Context: an optimization exercise on an open-source flow, tuned for small area. The choices shown serve that exercise and are no tape-out recipe.
At most, simulation tests tie the RTL to the original design; equivalence was not proved.
Power and IR drop assume default switching activity.

==> yarrow: inputs <==
==> flow/design.v <==
module register #(
        parameter BITS = 8
    )(
        input logic [BITS-1:0] r,
        input logic set,
        input logic en,
        input logic clk,
        output logic [BITS-1:0] out
    );
    logic [BITS-1:0] mem_n;
    always_ff @(posedge clk) begin
        mem_n <= ~r & (mem_n | {BITS{set}});
    end
    assign out = ~mem_n & {BITS{en}};
endmodule
module vector_element_alu #(
        parameter BITS = 8,
        parameter N = 64
    )(
        input logic [N-1:0][BITS-1:0] A,
        input logic [BITS-1:0] A_len,
        input logic [N-1:0][BITS-1:0] B,
        input logic [BITS-1:0] B_len,
        input logic [BITS-1:0] scalar,
        input logic [2:0] op_sel,
        input logic scalar_sel,
        input logic set,
        input logic en,
        input logic clk,
        output logic [N-1:0][BITS-1:0] S,
        output logic [BITS-1:0] S_len
    );
    logic is_not, is_mul, use_b, inv, cin, kill, sel_s, sel_c, sel_cmp;
    logic [BITS-1:0] b_scalar;
    assign is_not  = (op_sel == 3'd7);
    assign is_mul  = (op_sel == 3'd2);
    assign use_b   = ~scalar_sel & ~is_not;
    assign b_scalar = (scalar & {BITS{~is_not}}) ^ {BITS{inv}};
    assign inv     = (op_sel == 3'd1) | (op_sel == 3'd3) | is_not;
    assign cin     = (op_sel == 3'd1) | (op_sel == 3'd3);
    assign kill    = op_sel[2];
    assign sel_s   = set & (op_sel != 3'd3) & (op_sel != 3'd4);
    assign sel_c   = set & ((op_sel == 3'd4) | (op_sel == 3'd5));
    assign sel_cmp = set & (op_sel == 3'd3);
    logic a_gt;
    logic [BITS-1:0] len;
    always_comb begin
        a_gt = 1'b0;
        for (int i = 0; i < BITS; i++)
            a_gt = (A_len[i] & ~B_len[i]) | (~(A_len[i] ^ B_len[i]) & a_gt);
    end
    assign len = (scalar_sel | a_gt) ? A_len : B_len;
    register #(.BITS(BITS)) len_reg (
        .r(len & {BITS{set}}),
        .set(set),
        .en(en),
        .clk(clk),
        .out(S_len)
    );
    genvar i;
    generate
        for (i = 0; i < N; i++) begin : lane
            logic [BITS-1:0] r;
            alu_lane l (
                .a(A[i]),
                .bv(B[i]),
                .b_scalar(b_scalar),
                .use_s(scalar_sel),
                .is_not(is_not),
                .inv(inv),
                .m(is_mul),
                .cin(cin),
                .kill(kill),
                .sel_s(sel_s),
                .sel_c(sel_c),
                .sel_cmp(sel_cmp),
                .r(r)
            );
            register #(.BITS(BITS)) res_reg (
                .r(r),
                .set(set),
                .en(en),
                .clk(clk),
                .out(S[i])
            );
        end
    endgenerate
endmodule
module alu_lane (
        input  logic [7:0] a,
        input  logic [7:0] bv,
        input  logic [7:0] b_scalar,
        input  logic       use_s,
        input  logic       is_not,
        input  logic       inv,
        input  logic       m,
        input  logic       cin,
        input  logic       kill,
        input  logic       sel_s,
        input  logic       sel_c,
        input  logic       sel_cmp,
        output logic [7:0] r
    );
    logic [7:0] y;
    assign y = use_s ? b_scalar : (bv & {8{~is_not}}) ^ {8{inv}};
    logic x0, y0;
    logic [7:0][7:0] ppn;
    assign x0 = a[0] | ~m;
    assign y0 = y[0] | ~m;
    always_comb begin
        ppn = '1;
        for (int k = 0; k < 8; k++) ppn[k][0] = ~(a[k] & y0);
        for (int k = 1; k < 8; k++) ppn[0][k] = ~(x0 & y[k]);
        for (int p = 1; p < 8; p++)
            for (int q = 1; p + q < 8; q++)
                ppn[p][q] = ~(a[p] & y[q] & m);
    end
    logic fc3_0, fc4_0, fc4_1, fc5_0, fc5_1, fc5_2, fc6_0, fc6_1, fc6_2, fc6_3, fs3_0, fs4_0, fs4_1, fs5_0, fs5_1, fs5_2, fs6_0, fs6_1, fs6_2, fs6_3, hc2_0, hc3_1, hc4_2, hc5_3, hc6_4, hs2_0, hs3_1, hs4_2, hs5_3, hs6_4;
    assign hs2_0 = ~(ppn[2][0] ^ ppn[1][1]);
    assign hc2_0 = ppn[2][0] | ppn[1][1];
    assign fs3_0 = ppn[3][0] ^ ppn[1][2] ^ ppn[2][1];
    assign fc3_0 = (ppn[3][0] & ppn[1][2]) | (ppn[3][0] & ppn[2][1]) | (ppn[1][2] & ppn[2][1]);
    assign hs3_1 = ~(fs3_0 ^ hc2_0);
    assign hc3_1 = fs3_0 | hc2_0;
    assign fs4_0 = ppn[4][0] ^ ppn[1][3] ^ ppn[2][2];
    assign fc4_0 = (ppn[4][0] & ppn[1][3]) | (ppn[4][0] & ppn[2][2]) | (ppn[1][3] & ppn[2][2]);
    assign fs4_1 = fs4_0 ^ ppn[3][1] ^ fc3_0;
    assign fc4_1 = (fs4_0 & ppn[3][1]) | (fs4_0 & fc3_0) | (ppn[3][1] & fc3_0);
    assign hs4_2 = ~(fs4_1 ^ hc3_1);
    assign hc4_2 = fs4_1 | hc3_1;
    assign fs5_0 = ppn[5][0] ^ ppn[1][4] ^ ppn[2][3];
    assign fc5_0 = (ppn[5][0] & ppn[1][4]) | (ppn[5][0] & ppn[2][3]) | (ppn[1][4] & ppn[2][3]);
    assign fs5_1 = fs5_0 ^ ppn[3][2] ^ ppn[4][1];
    assign fc5_1 = (fs5_0 & ppn[3][2]) | (fs5_0 & ppn[4][1]) | (ppn[3][2] & ppn[4][1]);
    assign fs5_2 = fs5_1 ^ fc4_0 ^ fc4_1;
    assign fc5_2 = (fs5_1 & fc4_0) | (fs5_1 & fc4_1) | (fc4_0 & fc4_1);
    assign hs5_3 = ~(fs5_2 ^ hc4_2);
    assign hc5_3 = fs5_2 | hc4_2;
    assign fs6_0 = ppn[6][0] ^ ppn[1][5] ^ ppn[2][4];
    assign fc6_0 = (ppn[6][0] & ppn[1][5]) | (ppn[6][0] & ppn[2][4]) | (ppn[1][5] & ppn[2][4]);
    assign fs6_1 = fs6_0 ^ ppn[3][3] ^ ppn[4][2];
    assign fc6_1 = (fs6_0 & ppn[3][3]) | (fs6_0 & ppn[4][2]) | (ppn[3][3] & ppn[4][2]);
    assign fs6_2 = fs6_1 ^ ppn[5][1] ^ fc5_0;
    assign fc6_2 = (fs6_1 & ppn[5][1]) | (fs6_1 & fc5_0) | (ppn[5][1] & fc5_0);
    assign fs6_3 = fs6_2 ^ fc5_1 ^ fc5_2;
    assign fc6_3 = (fs6_2 & fc5_1) | (fs6_2 & fc5_2) | (fc5_1 & fc5_2);
    assign hs6_4 = ~(fs6_3 ^ hc5_3);
    assign hc6_4 = fs6_3 | hc5_3;
    logic [7:0] xn, yn;
    assign xn[0] = ppn[0][0];
    assign yn[0] = ~(y[0] & ~m);
    assign xn[1] = ppn[1][0];
    assign xn[2] = hs2_0;
    assign xn[3] = hs3_1;
    assign xn[4] = hs4_2;
    assign xn[5] = hs5_3;
    assign xn[6] = hs6_4;
    assign xn[7] = ~(ppn[7][0] ^ ppn[1][6] ^ ppn[2][5] ^ ppn[3][4] ^ ppn[4][3] ^ ppn[5][2] ^ ppn[6][1] ^ fc6_0 ^ fc6_1 ^ fc6_2 ^ fc6_3 ^ hc6_4);
    always_comb for (int k = 1; k < 8; k++) yn[k] = ppn[0][k];
    logic [8:0] cn;
    logic [7:0] sn, con, s, co;
    assign cn[0] = ~cin;
    always_comb begin
        for (int k = 0; k < 8; k++) begin
            sn[k]  = xn[k] ^ yn[k] ^ cn[k];
            con[k] = (xn[k] & yn[k]) | (xn[k] & cn[k]) | (yn[k] & cn[k]);
            cn[k+1] = con[k] | kill;
        end
    end
    assign s  = ~sn;
    assign co = ~con;
    logic nz;
    assign nz = |s;
    always_comb begin
        r[0] = (s[0] & sel_s) | (co[0] & sel_c) | (nz & sel_cmp);
        for (int k = 1; k < 8; k++)
            r[k] = (s[k] & sel_s) | (co[k] & sel_c) | (s[7] & sel_cmp);
    end
endmodule
module vec_alu (
        input  logic         clk,
        input  logic         set,
        input  logic         en,
        input  logic [2:0]   op_sel,
        input  logic         scalar_sel,
        input  logic [7:0]   scalar,
        input  logic [511:0] A,
        input  logic [7:0]   A_len,
        input  logic [511:0] B,
        input  logic [7:0]   B_len,
        output logic [511:0] S,
        output logic [7:0]   S_len
    );
    vector_element_alu #(
        .BITS(8),
        .N(64)
    ) alu (
        .A(A),
        .A_len(A_len),
        .B(B),
        .B_len(B_len),
        .scalar(scalar),
        .op_sel(op_sel),
        .scalar_sel(scalar_sel),
        .set(set),
        .en(en),
        .clk(clk),
        .S(S),
        .S_len(S_len)
    );
endmodule
==> flow/run.sh <==
#!/bin/bash
# synth_recipe.tcl (not shown) runs the flow's synth.tcl, then flattens the netlist and writes it again
# the make line also repeats each setting of config.mk as NAME=value (left out here)
make -C /OpenROAD-flow-scripts/flow DESIGN_CONFIG=/design/flow/config.mk WORK_HOME=/design/flow/orfs CLKGATE_MAP_FILE= SYNTH_SCRIPT=/design/flow/synth_recipe.tcl finish
==> flow/config.mk <==
export PLATFORM = sky130hd
export DESIGN_NAME = vec_alu
export DESIGN_NICKNAME = vec_alu
export VERILOG_FILES = /design/flow/design.v
export SDC_FILE = /design/flow/constraint.sdc
export NUM_CORES = 4
export LEC_CHECK = 0
export CAP_MARGIN = 20
export CORE_MARGIN = 2
export CORE_UTILIZATION = 30
export SLEW_MARGIN = 20
==> flow/constraint.sdc <==
create_clock -name core_clock -period 10.0 [get_ports {clk}]
set_input_delay 2.0000 -clock core_clock [delete_from_list [all_inputs] [get_ports {clk}]]
set_output_delay 2.0000 -clock core_clock [all_outputs]
set_load 0.01 [all_outputs]
==> inputs of willow, as changes to yarrow <==
--- a/flow/design.v
+++ b/flow/design.v
@@ -31,11 +31,11 @@
         output logic [BITS-1:0] S_len
     );
     logic is_not, is_mul, use_b, inv, cin, kill, sel_s, sel_c, sel_cmp;
-    logic [BITS-1:0] b_scalar;
+    logic [BITS-1:0] b_xor;
     assign is_not  = (op_sel == 3'd7);
     assign is_mul  = (op_sel == 3'd2);
     assign use_b   = ~scalar_sel & ~is_not;
-    assign b_scalar = (scalar & {BITS{~is_not}}) ^ {BITS{inv}};
+    assign b_xor = is_not ? '1 : (scalar_sel ? scalar ^ {BITS{inv}} : {BITS{inv}});
     assign inv     = (op_sel == 3'd1) | (op_sel == 3'd3) | is_not;
     assign cin     = (op_sel == 3'd1) | (op_sel == 3'd3);
     assign kill    = op_sel[2];
@@ -43,15 +43,16 @@
     assign sel_c   = set & ((op_sel == 3'd4) | (op_sel == 3'd5));
     assign sel_cmp = set & (op_sel == 3'd3);
     logic a_gt;
-    logic [BITS-1:0] len;
     always_comb begin
         a_gt = 1'b0;
         for (int i = 0; i < BITS; i++)
             a_gt = (A_len[i] & ~B_len[i]) | (~(A_len[i] ^ B_len[i]) & a_gt);
     end
-    assign len = (scalar_sel | a_gt) ? A_len : B_len;
+    logic sel_a, sel_b;
+    assign sel_a = set & (scalar_sel | a_gt);
+    assign sel_b = set & ~(scalar_sel | a_gt);
     register #(.BITS(BITS)) len_reg (
-        .r(len & {BITS{set}}),
+        .r((A_len & {BITS{sel_a}}) | (B_len & {BITS{sel_b}})),
         .set(set),
         .en(en),
         .clk(clk),
@@ -64,9 +65,8 @@
             alu_lane l (
                 .a(A[i]),
                 .bv(B[i]),
-                .b_scalar(b_scalar),
-                .use_s(scalar_sel),
-                .is_not(is_not),
+                .b_xor(b_xor),
+                .use_b(use_b),
                 .inv(inv),
                 .m(is_mul),
                 .cin(cin),
@@ -89,9 +89,8 @@
 module alu_lane (
         input  logic [7:0] a,
         input  logic [7:0] bv,
-        input  logic [7:0] b_scalar,
-        input  logic       use_s,
-        input  logic       is_not,
+        input  logic [7:0] b_xor,
+        input  logic       use_b,
         input  logic       inv,
         input  logic       m,
         input  logic       cin,
@@ -102,7 +101,7 @@
         output logic [7:0] r
     );
     logic [7:0] y;
-    assign y = use_s ? b_scalar : (bv & {8{~is_not}}) ^ {8{inv}};
+    assign y = (bv & {8{use_b}}) ^ b_xor;
     logic x0, y0;
     logic [7:0][7:0] ppn;
     assign x0 = a[0] | ~m;
==> flow/flow/run.sh (new file) <==
#!/bin/bash
# The standard layout with these changes:
#  - synthesis is the standard one (synth_recipe.tcl and ORFS's synth.tcl,
#    unchanged otherwise) but ABC maps with flow/area.abc, an area-oriented
#    script, instead of ORFS's delay-oriented abc_speed.script;
#  - flow/en_nor.py then rewrites the output gates that invert en inside
#    each gate to share one inverter (same function, smaller cells);
#  - the port buffers are the smallest buffer cell (sky130_fd_sc_hd__buf_1);
#  - floorplan skips its timing repair, which sizes up gates on nets that
#    are not yet buffered (REMOVE_ABC_BUFFERS=1; synthesis leaves no buffers
#    to remove); placement's repair_design buffers those nets;
#  - clock tree synthesis builds the tree from clkbuf_4 cells, in clusters
#    of up to 14 sinks within 40 um, and adds no
#    dummy loads (the default builds it from clkbuf_16 cells).
# Every tool's output goes to the ORFS logs under orfs/logs and to
# standard.log; the netlist rewrite reports to en_nor.log.
set -euo pipefail
W=$PWD
# ORFS's synth.tcl with only the abc call's script replaced
sed 's|log_cmd abc {\*}$abc_args|log_cmd abc {*}[lreplace $abc_args 1 1 $::env(MY_ABC_SCRIPT)]|' \
    "$FLOW_HOME/scripts/synth.tcl" > "$W/synth_area.tcl"
grep -q 'MY_ABC_SCRIPT' "$W/synth_area.tcl"
# The standard flow's synthesis wrapper, sourcing that copy
sed "s|source \$::env(SCRIPTS_DIR)/synth.tcl|source $W/synth_area.tcl|" \
    "$W/synth_recipe.tcl" > "$W/synth_recipe_area.tcl"
grep -q "synth_area.tcl" "$W/synth_recipe_area.tcl"
sed "s|SYNTH_SCRIPT=[^ ]*|SYNTH_SCRIPT=$W/synth_recipe_area.tcl|" "$W/standard.sh" > "$W/standard_area.sh"
grep -q "synth_recipe_area.tcl" "$W/standard_area.sh"
WH=$(grep -o 'WORK_HOME=[^ ]*' "$W/standard.sh" | head -1 | cut -d= -f2)
RES="$WH/results/$FLOW_PLATFORM/vec_alu/base"
export MY_ABC_SCRIPT="$W/flow/area.abc"
export BUFFER_PORTS_ARGS="-buffer_cell sky130_fd_sc_hd__buf_1"
export REMOVE_ABC_BUFFERS=1
export CTS_ARGS="-sink_clustering_enable -repair_clock_nets -dont_use_dummy_load -buf_list sky130_fd_sc_hd__clkbuf_4 -sink_clustering_size 14 -sink_clustering_max_diameter 40"
bash "$W/standard_area.sh" "$RES/1_2_yosys.v" > "$W/standard_synth.log" 2>&1
python3 "$W/flow/en_nor.py" "$RES/1_2_yosys.v" > "$W/en_nor.log" 2>&1
bash "$W/standard_area.sh" > "$W/standard.log" 2>&1
==> flow/flow/area.abc (new file) <==
strash
&get -n
&st
&synch2
&dch
&nf -R 1000 -p -F 8 -A 4
&put
==> flow/flow/en_nor.py (new file) <==
#!/usr/bin/env python3
# Netlist clean-up after synthesis: ABC maps each output gate
# S = en & ~mem_n to nor2b(A=mem_n, B_N=en), inverting en inside every gate.
# This rewrites them as nor2(A=mem_n, B=en_n) with one shared inverter
# for en_n. The function is unchanged.
import re, sys
path = sys.argv[1]
src = open(path).read()
pat = re.compile(r'sky130_fd_sc_hd__nor2b_1(\s+\S+\s*\(\s*\.A\(([^()]*)\),\s*\.B_N\(en\),\s*\.Y\(([^()]*)\)\s*\);)')
n = 0
def rep(m):
    global n
    n += 1
    return 'sky130_fd_sc_hd__nor2_1' + m.group(1).replace('.B_N(en)', '.B(en_n_shared)')
out = pat.sub(rep, src)
if n:
    mod = re.search(r'module\s+vec_alu\s*\(.*?\);', out, re.S)
    ins = ('\n  wire en_n_shared;\n  sky130_fd_sc_hd__inv_1 en_n_shared_inv (\n    .A(en),\n    .Y(en_n_shared)\n  );\n')
    out = out[:mod.end()] + ins + out[mod.end():]
open(path, 'w').write(out)
print(f"en_nor.py: rewrote {n} nor2b gates on en")
==> flow/standard.sh (new file) <==
#!/bin/bash
# synth_recipe.tcl (not shown) runs the flow's synth.tcl, then flattens the netlist and writes it again
# the make line also repeats each setting of config.mk as NAME=value (left out here)
make -C /OpenROAD-flow-scripts/flow DESIGN_CONFIG=/design/flow/config.mk WORK_HOME=/design/flow/orfs CLKGATE_MAP_FILE= SYNTH_SCRIPT=/design/flow/synth_recipe.tcl "${@:-finish}"
==> flow/config.mk (replaced) <==
export PLATFORM = sky130hd
export DESIGN_NAME = vec_alu
export DESIGN_NICKNAME = vec_alu
export VERILOG_FILES = /design/flow/design.v
export SDC_FILE = /design/flow/constraint.sdc
export NUM_CORES = 4
export LEC_CHECK = 0
export CAP_MARGIN = 10
export CORE_AREA = 5 5 555 555
export DIE_AREA = 0 0 560 560
export SLEW_MARGIN = 10
removed: flow/run.sh
==> inputs of zinc, as changes to yarrow <==
--- a/flow/design.v
+++ b/flow/design.v
@@ -35,7 +35,7 @@
     assign is_not  = (op_sel == 3'd7);
     assign is_mul  = (op_sel == 3'd2);
     assign use_b   = ~scalar_sel & ~is_not;
-    assign b_scalar = (scalar & {BITS{~is_not}}) ^ {BITS{inv}};
+    assign b_scalar = scalar & {BITS{scalar_sel & ~is_not}};
     assign inv     = (op_sel == 3'd1) | (op_sel == 3'd3) | is_not;
     assign cin     = (op_sel == 3'd1) | (op_sel == 3'd3);
     assign kill    = op_sel[2];
@@ -65,8 +65,7 @@
                 .a(A[i]),
                 .bv(B[i]),
                 .b_scalar(b_scalar),
-                .use_s(scalar_sel),
-                .is_not(is_not),
+                .use_b(use_b),
                 .inv(inv),
                 .m(is_mul),
                 .cin(cin),
@@ -90,8 +89,7 @@
         input  logic [7:0] a,
         input  logic [7:0] bv,
         input  logic [7:0] b_scalar,
-        input  logic       use_s,
-        input  logic       is_not,
+        input  logic       use_b,
         input  logic       inv,
         input  logic       m,
         input  logic       cin,
@@ -102,7 +100,7 @@
         output logic [7:0] r
     );
     logic [7:0] y;
-    assign y = use_s ? b_scalar : (bv & {8{~is_not}}) ^ {8{inv}};
+    assign y = ((bv & {8{use_b}}) | b_scalar) ^ {8{inv}};
     logic x0, y0;
     logic [7:0][7:0] ppn;
     assign x0 = a[0] | ~m;
--- a/flow/config.mk
+++ b/flow/config.mk
@@ -7,5 +7,5 @@
 export LEC_CHECK = 0
 export CAP_MARGIN = 20
 export CORE_MARGIN = 2
-export CORE_UTILIZATION = 30
+export CORE_UTILIZATION = 60
 export SLEW_MARGIN = 20
==> comparison table <==
metric	zinc	willow	yarrow
Clock edge transition at the registers on the reported setup and hold paths	-	60 ps	60 ps
Detailed-route wire length per cell	-	25.3 um	31.1 um
Post-synthesis instance total	10600	9535	10500
WP data arrival	-	9460 ps	9290 ps
Power Sequential	-	3.48 mW	3.35 mW
Portion of synthesized cell area occupied by the leading cell type	0.261	-	0.265
Fraction of synthesized area in multiplexers	0.0373	-	0.0515
Number of cells on the worst hold path	-	2	2
Detailed Routing Iterations Pass 1	-	7	8
End of the worst register-to-register path	-	alu.lane[47].res_reg.mem_n[0]	alu.lane[15].res_reg.mem_n[1]
Largest register FFs	-	512	512
Fraction of final layout cells with drive strength greater than 1	-	0.0273	0.0442
Final cycle utilization of the critical path	-	0.854	0.857
Count of multi-input gates	-	8743	8737
Number of antenna repair diodes	-	87	121
Count of input and output buffers	-	1574	1574
Amount of wire on met3 after detailed routing	-	40100 um	55200 um
Top fanout value on the critical path	-	31	22
Final RePlAce weighted congestion	-	0.990	1.01
Result of the run	aborted with a tool error	no timing/DRC/antenna violations	no timing/DRC/antenna violations
Stage where the flow stopped	3_2_place_iop	-	-
Multi-input logic portion of the cell area	-	0.726	0.650
Leak	-	35.8 nW	44.7 nW
Worst Hold Path EP	-	alu.len_reg.mem_n[1]	alu.lane[31].res_reg.mem_n[7]
No functional check of the RTL was part of zinc.

-- afterwards: timing with drivers on the ports --
The flow's constraints put no driver on any port. The routed layouts listed below were extracted and timed again, unchanged, in two steps.
Step 1, drivers: a clkbuf_16 drives clk and a buf_2 each remaining input, both assumed.
Step 2, shift: input delay + t, output delay - t, t = (earliest + latest rising clock arrival at the registers) / 2. This alone moves slack from input paths to output paths.
Slacks: no drivers / after step 1 / after step 2; pairs: no drivers / after step 1.
| run | t (ns) | slack for setup (ns) | cell pins on the clock port's net |
|---|---|---|---|
| yarrow | 0.911 | 1.427 / 1.326 / 0.415 | 1 |
| willow | 1.216 | 1.463 / 1.436 / 0.220 | 1 |
After both steps every run listed still meets setup and hold. For willow, which loses most, drivers alone change the setup slack by -0.027 ns; drivers and shift together by -1.243 ns.
